Source: an optimization exercise on an open RTL-to-GDS flow (aim: small area, a short achievable clock period and few clock cycles per item). Production flows keep margins and buffers that such runs may drop. The RTL was checked by simulation tests, not by an equivalence proof against the original design.

$ cat design/flow/config.mk
export PLATFORM = sky130hd
export DESIGN_NAME = md5_ctl
export DESIGN_NICKNAME = md5_ctl
export VERILOG_FILES = /design/flow/design.v
export SDC_FILE = /design/flow/constraint.sdc
export NUM_CORES = 4
export LEC_CHECK = 0
export CAP_MARGIN = 20
export CORE_MARGIN = 2
export CORE_UTILIZATION = 30
export SLEW_MARGIN = 20
$ cat design/flow/constraint.sdc
create_clock -name core_clock -period 12.5 [get_ports {clk_i}]
set_input_delay 2.5000 -clock core_clock [delete_from_list [all_inputs] [get_ports {clk_i}]]
set_output_delay 2.5000 -clock core_clock [all_outputs]
set_load 0.01 [all_outputs]
$ cat design/flow/design.v
module md5_core(a_i, b_i, c_i, d_i, round_i, m_i, s_i, t_i, a_o);
	input [0:31] a_i, b_i, c_i, d_i;
	input [0:1] round_i;	 
	input [0:31] m_i;	 
	input [0:4] s_i;	 
	input [0:31] t_i;	 
	output [0:31] a_o;	 
	wire [0:31] a_i, b_i, c_i, d_i;
	wire [0:1] round_i;
	wire [0:31] a_o, tmp;
	reg [0:31] f;
	function [0:31] F;
	input [0:31] x, y, z;
	begin
		F = (x & y) | ((~x) & z);
	end
	endfunction
	function [0:31] G;
	input [0:31] x, y, z;
	begin
		G = (x & z) | ((~z) & y);
	end
	endfunction
	function [0:31] H;
	input [0:31] x, y, z;
	begin
		H = (x ^ y ^ z);
	end
	endfunction
	function [0:31] I;
	input [0:31] x, y, z;
	begin
		I = (y ^ (x | (~z)));
	end
	endfunction
	assign tmp = a_i + f + m_i + t_i;
	assign a_o = b_i + ((tmp << s_i) | (tmp >> (32 - s_i)));
	always @ (a_i, b_i, c_i, d_i, round_i, m_i, s_i, t_i)
	begin
		case (round_i)
		2'b00:
		begin
			f = F(b_i, c_i, d_i);
		end
		2'b01:
		begin
			f = G(b_i, c_i, d_i);
		end
		2'b10:
		begin
			f = H(b_i, c_i, d_i);
		end
		2'b11:
		begin
			f = I(b_i, c_i, d_i);
		end
		endcase
	end
endmodule
module slut(round_i, s_o);
	input [0:5] round_i;	 
	output [0:4] s_o;	 
	reg [0:4] s_o;
	always @ (round_i)
	begin
		case (round_i)
		00: s_o = 5'd7;
		01: s_o = 5'd12;
		02: s_o = 5'd17;
		03: s_o = 5'd22;
		04: s_o = 5'd7;
		05: s_o = 5'd12;
		06: s_o = 5'd17;
		07: s_o = 5'd22;
		08: s_o = 5'd7;
		09: s_o = 5'd12;
		10: s_o = 5'd17;
		11: s_o = 5'd22;
		12: s_o = 5'd7;
		13: s_o = 5'd12;
		14: s_o = 5'd17;
		15: s_o = 5'd22;
		16: s_o = 5'd5;
		17: s_o = 5'd9;
		18: s_o = 5'd14;
		19: s_o = 5'd20;
		20: s_o = 5'd5;
		21: s_o = 5'd9;
		22: s_o = 5'd14;
		23: s_o = 5'd20;
		24: s_o = 5'd5;
		25: s_o = 5'd9;
		26: s_o = 5'd14;
		27: s_o = 5'd20;
		28: s_o = 5'd5;
		29: s_o = 5'd9;
		30: s_o = 5'd14;
		31: s_o = 5'd20;
		32: s_o = 5'd4;
		33: s_o = 5'd11;
		34: s_o = 5'd16;
		35: s_o = 5'd23;
		36: s_o = 5'd4;
		37: s_o = 5'd11;
		38: s_o = 5'd16;
		39: s_o = 5'd23;
		40: s_o = 5'd4;
		41: s_o = 5'd11;
		42: s_o = 5'd16;
		43: s_o = 5'd23;
		44: s_o = 5'd4;
		45: s_o = 5'd11;
		46: s_o = 5'd16;
		47: s_o = 5'd23;
		48: s_o = 5'd6;
		49: s_o = 5'd10;
		50: s_o = 5'd15;
		51: s_o = 5'd21;
		52: s_o = 5'd6;
		53: s_o = 5'd10;
		54: s_o = 5'd15;
		55: s_o = 5'd21;
		56: s_o = 5'd6;
		57: s_o = 5'd10;
		58: s_o = 5'd15;
		59: s_o = 5'd21;
		60: s_o = 5'd6;
		61: s_o = 5'd10;
		62: s_o = 5'd15;
		63: s_o = 5'd21;
		endcase
	end
endmodule
module tlut(round_i, t_o);
	input [0:5] round_i;	 
	output [0:31] t_o;	 
	reg [0:31] t_o;
	always @ (round_i)
	begin
		case (round_i)
		00: t_o = 32'hd76aa478  ;
		01: t_o = 32'he8c7b756  ;
		02: t_o = 32'h242070db  ;
		03: t_o = 32'hc1bdceee  ;
		04: t_o = 32'hf57c0faf  ;
		05: t_o = 32'h4787c62a  ;
		06: t_o = 32'ha8304613  ;
		07: t_o = 32'hfd469501  ;
		08: t_o = 32'h698098d8  ;
		09: t_o = 32'h8b44f7af  ;
		10: t_o = 32'hffff5bb1  ;
		11: t_o = 32'h895cd7be  ;
		12: t_o = 32'h6b901122  ;
		13: t_o = 32'hfd987193  ;
		14: t_o = 32'ha679438e  ;
		15: t_o = 32'h49b40821  ;
		16: t_o = 32'hf61e2562  ;
		17: t_o = 32'hc040b340  ;
		18: t_o = 32'h265e5a51  ;
		19: t_o = 32'he9b6c7aa  ;
		20: t_o = 32'hd62f105d  ;
		21: t_o = 32'h02441453  ;
		22: t_o = 32'hd8a1e681  ;
		23: t_o = 32'he7d3fbc8  ;
		24: t_o = 32'h21e1cde6  ;
		25: t_o = 32'hc33707d6  ;
		26: t_o = 32'hf4d50d87  ;
		27: t_o = 32'h455a14ed  ;
		28: t_o = 32'ha9e3e905  ;
		29: t_o = 32'hfcefa3f8  ;
		30: t_o = 32'h676f02d9  ;
		31: t_o = 32'h8d2a4c8a  ;
		32: t_o = 32'hfffa3942  ;
		33: t_o = 32'h8771f681  ;
		34: t_o = 32'h6d9d6122  ;
		35: t_o = 32'hfde5380c  ;
		36: t_o = 32'ha4beea44  ;
		37: t_o = 32'h4bdecfa9  ;
		38: t_o = 32'hf6bb4b60  ;
		39: t_o = 32'hbebfbc70  ;
		40: t_o = 32'h289b7ec6  ;
		41: t_o = 32'heaa127fa  ;
		42: t_o = 32'hd4ef3085  ;
		43: t_o = 32'h04881d05  ;
		44: t_o = 32'hd9d4d039  ;
		45: t_o = 32'he6db99e5  ;
		46: t_o = 32'h1fa27cf8  ;
		47: t_o = 32'hc4ac5665  ;
		48: t_o = 32'hf4292244  ;
		49: t_o = 32'h432aff97  ;
		50: t_o = 32'hab9423a7  ;
		51: t_o = 32'hfc93a039  ;
		52: t_o = 32'h655b59c3  ;
		53: t_o = 32'h8f0ccc92  ;
		54: t_o = 32'hffeff47d  ;
		55: t_o = 32'h85845dd1  ;
		56: t_o = 32'h6fa87e4f  ;
		57: t_o = 32'hfe2ce6e0  ;
		58: t_o = 32'ha3014314  ;
		59: t_o = 32'h4e0811a1  ;
		60: t_o = 32'hf7537e82  ;
		61: t_o = 32'hbd3af235  ;
		62: t_o = 32'h2ad7d2bb  ;
		63: t_o = 32'heb86d391  ;
		endcase
	end
endmodule
module ilut(round_i, i_o);
	input [0:5] round_i;	 
	output [0:3] i_o;	 
	reg [0:3] i_o;
	always @*
	begin
		case (round_i)
		00: i_o = 00;
		01: i_o = 01;
		02: i_o = 02;
		03: i_o = 03;
		04: i_o = 04;
		05: i_o = 05;
		06: i_o = 06;
		07: i_o = 07;
		08: i_o = 08;
		09: i_o = 09;
		10: i_o = 10;
		11: i_o = 11;
		12: i_o = 12;
		13: i_o = 13;
		14: i_o = 14;
		15: i_o = 15;
		16: i_o = 01;
		17: i_o = 06;
		18: i_o = 11;
		19: i_o = 00;
		20: i_o = 05;
		21: i_o = 10;
		22: i_o = 15;
		23: i_o = 04;
		24: i_o = 09;
		25: i_o = 14;
		26: i_o = 03;
		27: i_o = 08;
		28: i_o = 13;
		29: i_o = 02;
		30: i_o = 07;
		31: i_o = 12;
		32: i_o = 05;
		33: i_o = 08;
		34: i_o = 11;
		35: i_o = 14;
		36: i_o = 01;
		37: i_o = 04;
		38: i_o = 07;
		39: i_o = 10;
		40: i_o = 13;
		41: i_o = 00;
		42: i_o = 03;
		43: i_o = 06;
		44: i_o = 09;
		45: i_o = 12;
		46: i_o = 15;
		47: i_o = 02;
		48: i_o = 00;
		49: i_o = 07;
		50: i_o = 14;
		51: i_o = 05;
		52: i_o = 12;
		53: i_o = 03;
		54: i_o = 10;
		55: i_o = 01;
		56: i_o = 08;
		57: i_o = 15;
		58: i_o = 06;
		59: i_o = 13;
		60: i_o = 04;
		61: i_o = 11;
		62: i_o = 02;
		63: i_o = 09;
		endcase
	end
endmodule
module sram(clk_i, rst_i, en_i, we_i, addr_i, data_i, data_o);
	parameter aw = 6;	 
	parameter dw = 32;	 
	parameter readdelay = 1;	 
	parameter writedelay = 1;	 
	input clk_i;
	input rst_i;
	input en_i;		 
	input we_i;		 
	input [0:aw - 1] addr_i;
	input [0:dw - 1] data_i;
	output [0:dw - 1] data_o;
	wire clk_i, rst_i, en_i, we_i;
	wire [0:aw - 1] addr_i;
	wire [0:dw - 1] data_o, data_i;
	reg [0:dw - 1] mem [0:(1 << aw) - 1];
	reg [0:dw - 1] out;
	reg [0:dw - 1] wrbuf0;
	reg [0:aw - 1] wraddr0;
	reg wr;
	assign data_o = out;
	always @ (posedge clk_i)
	begin
		if (rst_i == 1) begin
			wr <= 0;
		end else if (en_i != 0) begin
			out <= mem[addr_i];
			if (we_i != 0)
			begin
				wrbuf0 <= data_i;
				wraddr0 <= addr_i;
				wr <= 1;
			end else begin
				wr <= 0;
			end
		   if (wr != 0) begin
				mem[wraddr0] <= wrbuf0;
		   end
		end
	end
	task dump;
		input [0:aw - 1] from;
		input [0:aw - 1] to;
		integer i;
		begin
			for (i = from; i <= to; i = i + 1)
			begin
				$display("%h:\t%h", i, mem[i]);
			end
		end
	endtask
endmodule
module md5_fsm(clk_i, rdy_i, msg_i, rst_i, hash_o);
	input clk_i;
	input rdy_i;
	input [0:31] msg_i;
	input rst_i;
	output [0:127] hash_o;
	wire clk_i;
	wire rdy_i, rst_i;
	wire [0:31] msg_i;
	wire [0:127] hash_o;
	reg [0:31] core_a, core_b, core_c, core_d;
	reg [0:1] core_round;
	wire [0:31] core_m, core_t;
	wire [0:4] core_s;
	wire [0:31] core_out;
	reg [0:5] round;
	wire [0:4] s_o;
	wire [0:31] t_o;
	reg [0:31] h0, h1, h2, h3;
	reg [0:31] a;
	reg [0:31] b;
	reg [0:31] c;
	reg [0:31] d;
	assign core_m = {msg_i[24:31], msg_i[16:23], msg_i[8:15], msg_i[0:7]};
	assign core_s = s_o;
	assign core_t = t_o;
	assign hash_o = {h0[24:31], h0[16:23], h0[8:15], h0[0:7],
	    h1[24:31], h1[16:23], h1[8:15], h1[0:7],
	    h2[24:31], h2[16:23], h2[8:15], h2[0:7],
	    h3[24:31], h3[16:23], h3[8:15], h3[0:7]};  
	always @ (posedge clk_i)
	begin
		if (rst_i == 1) begin
			round <= 0;
			h0 <= 32'h67452301;
			h1 <= 32'hefcdab89;
			h2 <= 32'h98badcfe;
			h3 <= 32'h10325476;
			a <= 32'h67452301;
			b <= 32'hefcdab89;
			c <= 32'h98badcfe;
			d <= 32'h10325476;
		end else begin
			if (rdy_i == 1) begin
				round <= round + 1;
				case (round)
				0: begin
					a <= core_out;
				end
				1: begin
					d <= core_out;
				end
				2: begin
					c <= core_out;
				end
				3: begin
					b <= core_out;
				end
				4: begin
					a <= core_out;
				end
				5: begin
					d <= core_out;
				end
				6: begin
					c <= core_out;
				end
				7: begin
					b <= core_out;
				end
				8: begin
					a <= core_out;
				end
				9: begin
					d <= core_out;
				end
				10: begin
					c <= core_out;
				end
				11: begin
					b <= core_out;
				end
				12: begin
					a <= core_out;
				end
				13: begin
					d <= core_out;
				end
				14: begin
					c <= core_out;
				end
				15: begin
					b <= core_out;
				end
				16: begin
					a <= core_out;
				end
				17: begin
					d <= core_out;
				end
				18: begin
					c <= core_out;
				end
				19: begin
					b <= core_out;
				end
				20: begin
					a <= core_out;
				end
				21: begin
					d <= core_out;
				end
				22: begin
					c <= core_out;
				end
				23: begin
					b <= core_out;
				end
				24: begin
					a <= core_out;
				end
				25: begin
					d <= core_out;
				end
				26: begin
					c <= core_out;
				end
				27: begin
					b <= core_out;
				end
				28: begin
					a <= core_out;
				end
				29: begin
					d <= core_out;
				end
				30: begin
					c <= core_out;
				end
				31: begin
					b <= core_out;
				end
				32: begin
					a <= core_out;
				end
				33: begin
					d <= core_out;
				end
				34: begin
					c <= core_out;
				end
				35: begin
					b <= core_out;
				end
				36: begin
					a <= core_out;
				end
				37: begin
					d <= core_out;
				end
				38: begin
					c <= core_out;
				end
				39: begin
					b <= core_out;
				end
				40: begin
					a <= core_out;
				end
				41: begin
					d <= core_out;
				end
				42: begin
					c <= core_out;
				end
				43: begin
					b <= core_out;
				end
				44: begin
					a <= core_out;
				end
				45: begin
					d <= core_out;
				end
				46: begin
					c <= core_out;
				end
				47: begin
					b <= core_out;
				end
				48: begin
					a <= core_out;
				end
				49: begin
					d <= core_out;
				end
				50: begin
					c <= core_out;
				end
				51: begin
					b <= core_out;
				end
				52: begin
					a <= core_out;
				end
				53: begin
					d <= core_out;
				end
				54: begin
					c <= core_out;
				end
				55: begin
					b <= core_out;
				end
				56: begin
					a <= core_out;
				end
				57: begin
					d <= core_out;
				end
				58: begin
					c <= core_out;
				end
				59: begin
					b <= core_out;
				end
				60: begin
					a <= core_out;
				end
				61: begin
					d <= core_out;
				end
				62: begin
					c <= core_out;
				end
				63: begin
					h0 <= h0 + a;
					h1 <= h1 + core_out;
					h2 <= h2 + c;
					h3 <= h3 + d;
					a <= h0 + a;
					b <= h1 + core_out;
					c <= h2 + c;
					d <= h3 + d;
				end
				endcase
			end
		end
	end
	always @*
	begin
		case (round)
		0: begin
			core_a = a;
			core_b = b;
			core_c = c;
			core_d = d;
		end
		1: begin
			core_a = d;
			core_b = a;
			core_c = b;
			core_d = c;
		end
		2: begin
			core_a = c;
			core_b = d;
			core_c = a;
			core_d = b;
		end
		3: begin
			core_a = b;
			core_b = c;
			core_c = d;
			core_d = a;
		end
		4: begin
			core_a = a;
			core_b = b;
			core_c = c;
			core_d = d;
		end
		5: begin
			core_a = d;
			core_b = a;
			core_c = b;
			core_d = c;
		end
		6: begin
			core_a = c;
			core_b = d;
			core_c = a;
			core_d = b;
		end
		7: begin
			core_a = b;
			core_b = c;
			core_c = d;
			core_d = a;
		end
		8: begin
			core_a = a;
			core_b = b;
			core_c = c;
			core_d = d;
		end
		9: begin
			core_a = d;
			core_b = a;
			core_c = b;
			core_d = c;
		end
		10: begin
			core_a = c;
			core_b = d;
			core_c = a;
			core_d = b;
		end
		11: begin
			core_a = b;
			core_b = c;
			core_c = d;
			core_d = a;
		end
		12: begin
			core_a = a;
			core_b = b;
			core_c = c;
			core_d = d;
		end
		13: begin
			core_a = d;
			core_b = a;
			core_c = b;
			core_d = c;
		end
		14: begin
			core_a = c;
			core_b = d;
			core_c = a;
			core_d = b;
		end
		15: begin
			core_a = b;
			core_b = c;
			core_c = d;
			core_d = a;
		end
		16: begin
			core_a = a;
			core_b = b;
			core_c = c;
			core_d = d;
		end
		17: begin
			core_a = d;
			core_b = a;
			core_c = b;
			core_d = c;
		end
		18: begin
			core_a = c;
			core_b = d;
			core_c = a;
			core_d = b;
		end
		19: begin
			core_a = b;
			core_b = c;
			core_c = d;
			core_d = a;
		end
		20: begin
			core_a = a;
			core_b = b;
			core_c = c;
			core_d = d;
		end
		21: begin
			core_a = d;
			core_b = a;
			core_c = b;
			core_d = c;
		end
		22: begin
			core_a = c;
			core_b = d;
			core_c = a;
			core_d = b;
		end
		23: begin
			core_a = b;
			core_b = c;
			core_c = d;
			core_d = a;
		end
		24: begin
			core_a = a;
			core_b = b;
			core_c = c;
			core_d = d;
		end
		25: begin
			core_a = d;
			core_b = a;
			core_c = b;
			core_d = c;
		end
		26: begin
			core_a = c;
			core_b = d;
			core_c = a;
			core_d = b;
		end
		27: begin
			core_a = b;
			core_b = c;
			core_c = d;
			core_d = a;
		end
		28: begin
			core_a = a;
			core_b = b;
			core_c = c;
			core_d = d;
		end
		29: begin
			core_a = d;
			core_b = a;
			core_c = b;
			core_d = c;
		end
		30: begin
			core_a = c;
			core_b = d;
			core_c = a;
			core_d = b;
		end
		31: begin
			core_a = b;
			core_b = c;
			core_c = d;
			core_d = a;
		end
		32: begin
			core_a = a;
			core_b = b;
			core_c = c;
			core_d = d;
		end
		33: begin
			core_a = d;
			core_b = a;
			core_c = b;
			core_d = c;
		end
		34: begin
			core_a = c;
			core_b = d;
			core_c = a;
			core_d = b;
		end
		35: begin
			core_a = b;
			core_b = c;
			core_c = d;
			core_d = a;
		end
		36: begin
			core_a = a;
			core_b = b;
			core_c = c;
			core_d = d;
		end
		37: begin
			core_a = d;
			core_b = a;
			core_c = b;
			core_d = c;
		end
		38: begin
			core_a = c;
			core_b = d;
			core_c = a;
			core_d = b;
		end
		39: begin
			core_a = b;
			core_b = c;
			core_c = d;
			core_d = a;
		end
		40: begin
			core_a = a;
			core_b = b;
			core_c = c;
			core_d = d;
		end
		41: begin
			core_a = d;
			core_b = a;
			core_c = b;
			core_d = c;
		end
		42: begin
			core_a = c;
			core_b = d;
			core_c = a;
			core_d = b;
		end
		43: begin
			core_a = b;
			core_b = c;
			core_c = d;
			core_d = a;
		end
		44: begin
			core_a = a;
			core_b = b;
			core_c = c;
			core_d = d;
		end
		45: begin
			core_a = d;
			core_b = a;
			core_c = b;
			core_d = c;
		end
		46: begin
			core_a = c;
			core_b = d;
			core_c = a;
			core_d = b;
		end
		47: begin
			core_a = b;
			core_b = c;
			core_c = d;
			core_d = a;
		end
		48: begin
			core_a = a;
			core_b = b;
			core_c = c;
			core_d = d;
		end
		49: begin
			core_a = d;
			core_b = a;
			core_c = b;
			core_d = c;
		end
		50: begin
			core_a = c;
			core_b = d;
			core_c = a;
			core_d = b;
		end
		51: begin
			core_a = b;
			core_b = c;
			core_c = d;
			core_d = a;
		end
		52: begin
			core_a = a;
			core_b = b;
			core_c = c;
			core_d = d;
		end
		53: begin
			core_a = d;
			core_b = a;
			core_c = b;
			core_d = c;
		end
		54: begin
			core_a = c;
			core_b = d;
			core_c = a;
			core_d = b;
		end
		55: begin
			core_a = b;
			core_b = c;
			core_c = d;
			core_d = a;
		end
		56: begin
			core_a = a;
			core_b = b;
			core_c = c;
			core_d = d;
		end
		57: begin
			core_a = d;
			core_b = a;
			core_c = b;
			core_d = c;
		end
		58: begin
			core_a = c;
			core_b = d;
			core_c = a;
			core_d = b;
		end
		59: begin
			core_a = b;
			core_b = c;
			core_c = d;
			core_d = a;
		end
		60: begin
			core_a = a;
			core_b = b;
			core_c = c;
			core_d = d;
		end
		61: begin
			core_a = d;
			core_b = a;
			core_c = b;
			core_d = c;
		end
		62: begin
			core_a = c;
			core_b = d;
			core_c = a;
			core_d = b;
		end
		63: begin
			core_a = b;
			core_b = c;
			core_c = d;
			core_d = a;
		end
		endcase
	end
	always @* begin
		if (round < 16) begin
			core_round = 0;
		end else if (round < 32) begin
			core_round = 1;
		end else if (round < 48) begin
			core_round = 2;
		end else begin
			core_round = 3;
		end
	end
	md5_core md5_core0(core_a, core_b, core_c, core_d, core_round, core_m,
	    core_s, core_t, core_out);
	slut slut0(round, s_o);
	tlut tlut0(round, t_o);
endmodule
module md5_ctl(clk_i, rdy_i, msg_i, rst_i, hash_o, rdy_o, busy_o);
	input clk_i;
	input rdy_i;
	input [0:31] msg_i;
	input rst_i;
	output [0:127] hash_o;
	output rdy_o;
	output busy_o;
	wire clk_i;
	wire rdy_i, rst_i;
	wire [0:31] msg_i;
	wire [0:127] hash_o;
	reg busy_o;
	reg rdy_o;
	reg msgram0_en;
	reg msgram0_we;
	reg [0:3] msgram0_addr;
	wire [0:31] msgram0_data_i, msgram0_data_o;
	reg [0:31] rambuf, msgreg;
	reg md5fsm_rdy;
	reg [0:31] md5fsm_msg;
	wire [0:127] md5fsm_hash;
	wire [0:3] i_o;
	reg [0:5] md5_round;
	reg [0:5] ilut_md5_round;
	reg rrr;
	assign msgram0_data_i = rambuf;
	assign hash_o = md5fsm_hash;
	always @ (posedge clk_i)
	begin
		if (rst_i == 1) begin
			md5_round <= 0;
			ilut_md5_round <= 0;
			msgram0_addr <= 0;
			msgram0_we <= 0;
			msgram0_en <= 1;
			rrr <= 0;
			rdy_o <= 0;
			busy_o <= 0;
			md5fsm_rdy <= 0;
		end else begin
			if (md5_round == 0)
				rdy_o <= 1;
			else if (md5_round == 1)
				rdy_o <= 0;
			if (md5_round < 15)
				busy_o <= 0;
			else
				busy_o <= 1;
			if (md5_round < 16) begin
				if (rdy_i == 1) begin
					msgram0_we <= 1;
					msgram0_addr <= i_o;
					rambuf <= msg_i;
					msgreg <= msg_i;
					md5fsm_rdy <= 1;
					md5_round <= md5_round + 1;
					ilut_md5_round <= ilut_md5_round + 1;
				end else begin
					msgram0_we <= 0;
					md5fsm_rdy <= 0;
				end
			end else if (md5_round == 16 && rrr == 0) begin
					msgram0_addr <= i_o;
					msgram0_we <= 0;
					md5fsm_rdy <= 0;
					rrr <= 1;
					ilut_md5_round <= ilut_md5_round + 1;
			end else begin
					msgram0_addr <= i_o;
					md5fsm_rdy <= 1;
					msgreg <= msgram0_data_o;
					md5_round <= md5_round + 1;
					ilut_md5_round <= ilut_md5_round + 1;
			end
			if (md5_round == 63)
					ilut_md5_round <= 0;
			if (md5_round == 0)
					rrr <= 0;
		end
	end
	always @*
	begin
		if (rrr == 0)
			md5fsm_msg = msgreg;
		else
			md5fsm_msg = msgram0_data_o;
	end
	md5_fsm md5_fsm0(clk_i, md5fsm_rdy, md5fsm_msg, rst_i, md5fsm_hash);
	sram msgram0(clk_i, rst_i, msgram0_en, msgram0_we, msgram0_addr, msgram0_data_i, msgram0_data_o);
	defparam msgram0.aw = 4;
	ilut ilut0(ilut_md5_round, i_o);
endmodule
$ cat design/flow/run.sh
#!/bin/bash
# synth_recipe.tcl (not shown) runs the flow's synth.tcl, then flattens the netlist and writes it again
# the make line also repeats each setting of config.mk as NAME=value (left out here)
make -C /OpenROAD-flow-scripts/flow DESIGN_CONFIG=/design/flow/config.mk WORK_HOME=/design/flow/orfs CLKGATE_MAP_FILE= SYNTH_SCRIPT=/design/flow/synth_recipe.tcl finish
==> reports/metrics.cfg <==
[critical_path]
ff2ff_setup_slack_ps = 450
crit_end = md5_fsm0.b[0]$_SDFFE_PP1P_
cp_max_fo = 48
r2r_end = md5_fsm0.b[0]$_SDFFE_PP1P_
r2r-start = md5_fsm0.round[5]$_SDFFE_PP0P_
worst_ep_arrival_time_ps = 12710
path_class = reg -> reg
cp_common_cell = inv_1
startpoint_type = flop
max_stage_delay_ps = 510
cp_data_required_time_ps = 13160
startpoint = md5_fsm0.round[5]$_SDFFE_PP0P_
crit_slowest_cell = or3_4
worstSetupEndpointType = flop
r2r_cells = 49

[routing]
drt_first_pass_iters = 15
ant_nets = 0
remaining_drc_errors = 0
routed_wirelength_microns = 201000
drt-initial-drc-count = 6389
avgRoutedWirePerCell_microns = 24.5
via_per_inst = 5.68
route.vias.total = 46500

[sta]
setup_viol_count_final = 0
worst_slew_pin_slew_ps = 1040
finalCriticalPeriod_ps = 12050
finalHoldViolations = 0
finalClockSkew_ps = 37.3
finalCritPeriodShare = 0.964
worst_slack_ps = 454
clock.fmax_mhz = 83.0
max_slew_margin = 0.288
fin_tns_setup_ps = 0
final_max_slew_viol_count = 0

[global_routing]
grt_usage = 0.199
antenna_found_initial = 9
grtUsageMet3 = 0.0330
grt-ovfl-total = 0
met2_usage = 0.320
gr-usage-met1 = 0.267
grt_pass1_vias = 43200
grt_max_degree = 133
top_usage_layer = met2
grt_pass1_wl_microns = 291000

[clocking]
clockBufferDepth = 3
cts_tree = yes
numClockSinks = 969
worstSkewPairLatency_ps = 750
path_clk_slew_ps = 60
root_buffer = clkbuf_16
h-tree-depth = 3
cts-buffers-inserted = 97

[finish]
drive_above_1_share = 0.124
final_core_util = 0.346
fin_area_sq_um = 65800
largest_register_ff_count = 512
layout_commonest_cell = edfxtp_1
top_register = msgram0.mem
layout_common_cells = edfxtp_1, a21oi_1, nor2_1
area_growth_pct = 15.0
nNetsFinal = 5918

[synthesis]
synth_area_sq_um = 57200
syn-num-nets = 5861
ys_warn_count = 7
synth_flop_cell = edfxtp_1
yosysUniqueCellTypes = 92
synthCells = 5541
yosysSeqAreaShare = 0.452
synth_edf_count = 644
synth_seq_cells = 969
synth_area_per_cell_sq_um = 10.3
synthArstFlopShare = 0

[placement]
dpl.hpwl_microns = 142000
numPortBuffers = 164
post-place-ws_ps = 128
placed_area_sq_um = 62100
place.gp.congestion = 0.965

[hold_path]
min_from = rambuf[28]$_DFFE_PP_
hold_path.class = reg -> reg

[status]
status = complete, no violations

[floorplan]
dieArea_sq_um = 194000
start_util = 0.301
ioPinCount = 165
core_area_sq_um = 190000
rows = 160
fp.dieW_microns = 440
die_height_microns = 440

[flow_run]
drv_cap = 0

-- what timing repair did --
item                                    CTS  global route
buffers inserted                          0             4
resized for setup                         0            58
endpoints found under the setup margin    0            19
endpoints found under the hold margin     0             0
hold buffers                              0             0
-- metrics by stage --
step | std cells | hold WS [ps]
global placement | 8004 | 402
CTS | 8188 | 410
floorplan | 5541 | 400
global route | 8196 | 426
finish | 8196 | 411
detailed placement | 8004 | 405
-- layout make-up --
class,instances,area (sq um)
Antenna cell,2,5.00
Timing Repair Buffer,332,3010
Sequential cell,969,25900
Fill cell,18900,124000
Inverter,229,865
Multi-Input combinational cell,3969,29500
Clock buffer,124,2610
Clock inverter,60,785
Tap cell,2511,3140
-- worst min-delay path by stage --
stage                              endpoint  slack, ps  cells after the start
2_1_floorplan   msgram0.wrbuf0[0]$_DFFE_PP_        400                      0
3_3_place_gp   msgram0.wrbuf0[15]$_DFFE_PP_        400                      0
3_5_place_dp   msgram0.wrbuf0[15]$_DFFE_PP_        410                      0
4_1_cts        msgram0.wrbuf0[28]$_DFFE_PP_        410                      0
5_1_grt         msgram0.wrbuf0[0]$_DFFE_PP_        430                      0
6_report       msgram0.wrbuf0[28]$_DFFE_PP_        410                      0
-- cells by family after synthesis --
group,after synthesis,synth area share
xor gates and xnor gates,224,0.0345
buffers and inverters,604,0.0398
DFF,969,0.452
muxes,324,0.0943
and+or+nand+nor,1439,0.109
adders and majority gates,316,0.0766
AOI/OAI and AO/OA,1665,0.193
-- synthesized netlist by cell type (all sizes together) (10+ instances only) --
cell / number / area share
o211ai: 117 / 0.015
nor3: 90 / 0.0080
fa: 67 / 0.023
a211oi: 74 / 0.0097
nand3: 106 / 0.0093
inv: 223 / 0.015
o221ai: 22 / 0.0034
o31a: 10 / 0.0015
buf: 53 / 0.0036
a222oi: 129 / 0.023
nand2b: 42 / 0.0046
a21oi: 565 / 0.049
mux2i: 103 / 0.018
a221o: 14 / 0.0025
o22ai: 20 / 0.0022
xnor2: 121 / 0.019
maj3: 31 / 0.0054
o22a: 34 / 0.0052
nor2b: 29 / 0.0032
and2: 32 / 0.0035
or2: 18 / 0.0020
and3: 35 / 0.0038
o31ai: 11 / 0.0015
edfxtp: 644 / 0.34
a31oi: 71 / 0.0080
or3: 25 / 0.0028
o221a: 34 / 0.0067
o21ai: 304 / 0.027
a221oi: 17 / 0.0027
nand2: 498 / 0.033
a311oi: 26 / 0.0040
o21a: 47 / 0.0062
nor2: 524 / 0.034
xor2: 103 / 0.016
a211o: 14 / 0.0021
mux4: 166 / 0.065
a21o: 61 / 0.0080
clkbuf: 322 / 0.021
nand4: 14 / 0.0015
mux2: 55 / 0.011
dfxtp: 325 / 0.11
ha: 218 / 0.048
o21bai: 25 / 0.0033
-- worst max-delay path, delay by kind of cell, from the launching register on --
family,cells,cell delay (ps)
adders and majority gates,7,2590
xor gates and xnor gates,2,330
and+or+nand+nor,11,2400
muxes,3,790
DFF,1,400
buffers and inverters,6,690
AOI/OAI and AO/OA,20,4700
-- per-layer routing --
layer,share of wire,vias up
li1,-,21100
met1,0.41,22900
met2,0.46,2242
met3,0.084,360
met4,0.047,4
met5,0.00017,-
Testbench counts, summed over its fixed seeds: cycles 30,084, blocks 450.

-- static timing again, ports no longer ideal --
Ports are ideal in the flow. The routed layout listed here was re-timed in OpenROAD.
Step 1 (the two cells are an assumption about what drives the block):
set clk [get_ports {clk_i}]
set_driving_cell -lib_cell sky130_fd_sc_hd__clkbuf_16 $clk
set_driving_cell -lib_cell sky130_fd_sc_hd__buf_2 [delete_from_list [all_inputs] $clk]
Step 2 moves the port delays by t, midway between the first and last clock arrival at a register: inputs arrive t later, outputs are due t later. That takes back most of the time a late clock gives input paths.
Slacks: no drivers / after step 1 / after step 2; pairs: no drivers / after step 1.
shift t [ns]: 0.807
setup slack, ns: 0.454 / 0.454 / 0.454
worst setup path after step 2: register to register
After both steps this run still meets setup and hold. The setup slack of this run moves by 0.000 ns with the drivers and by 0.000 ns with both steps.
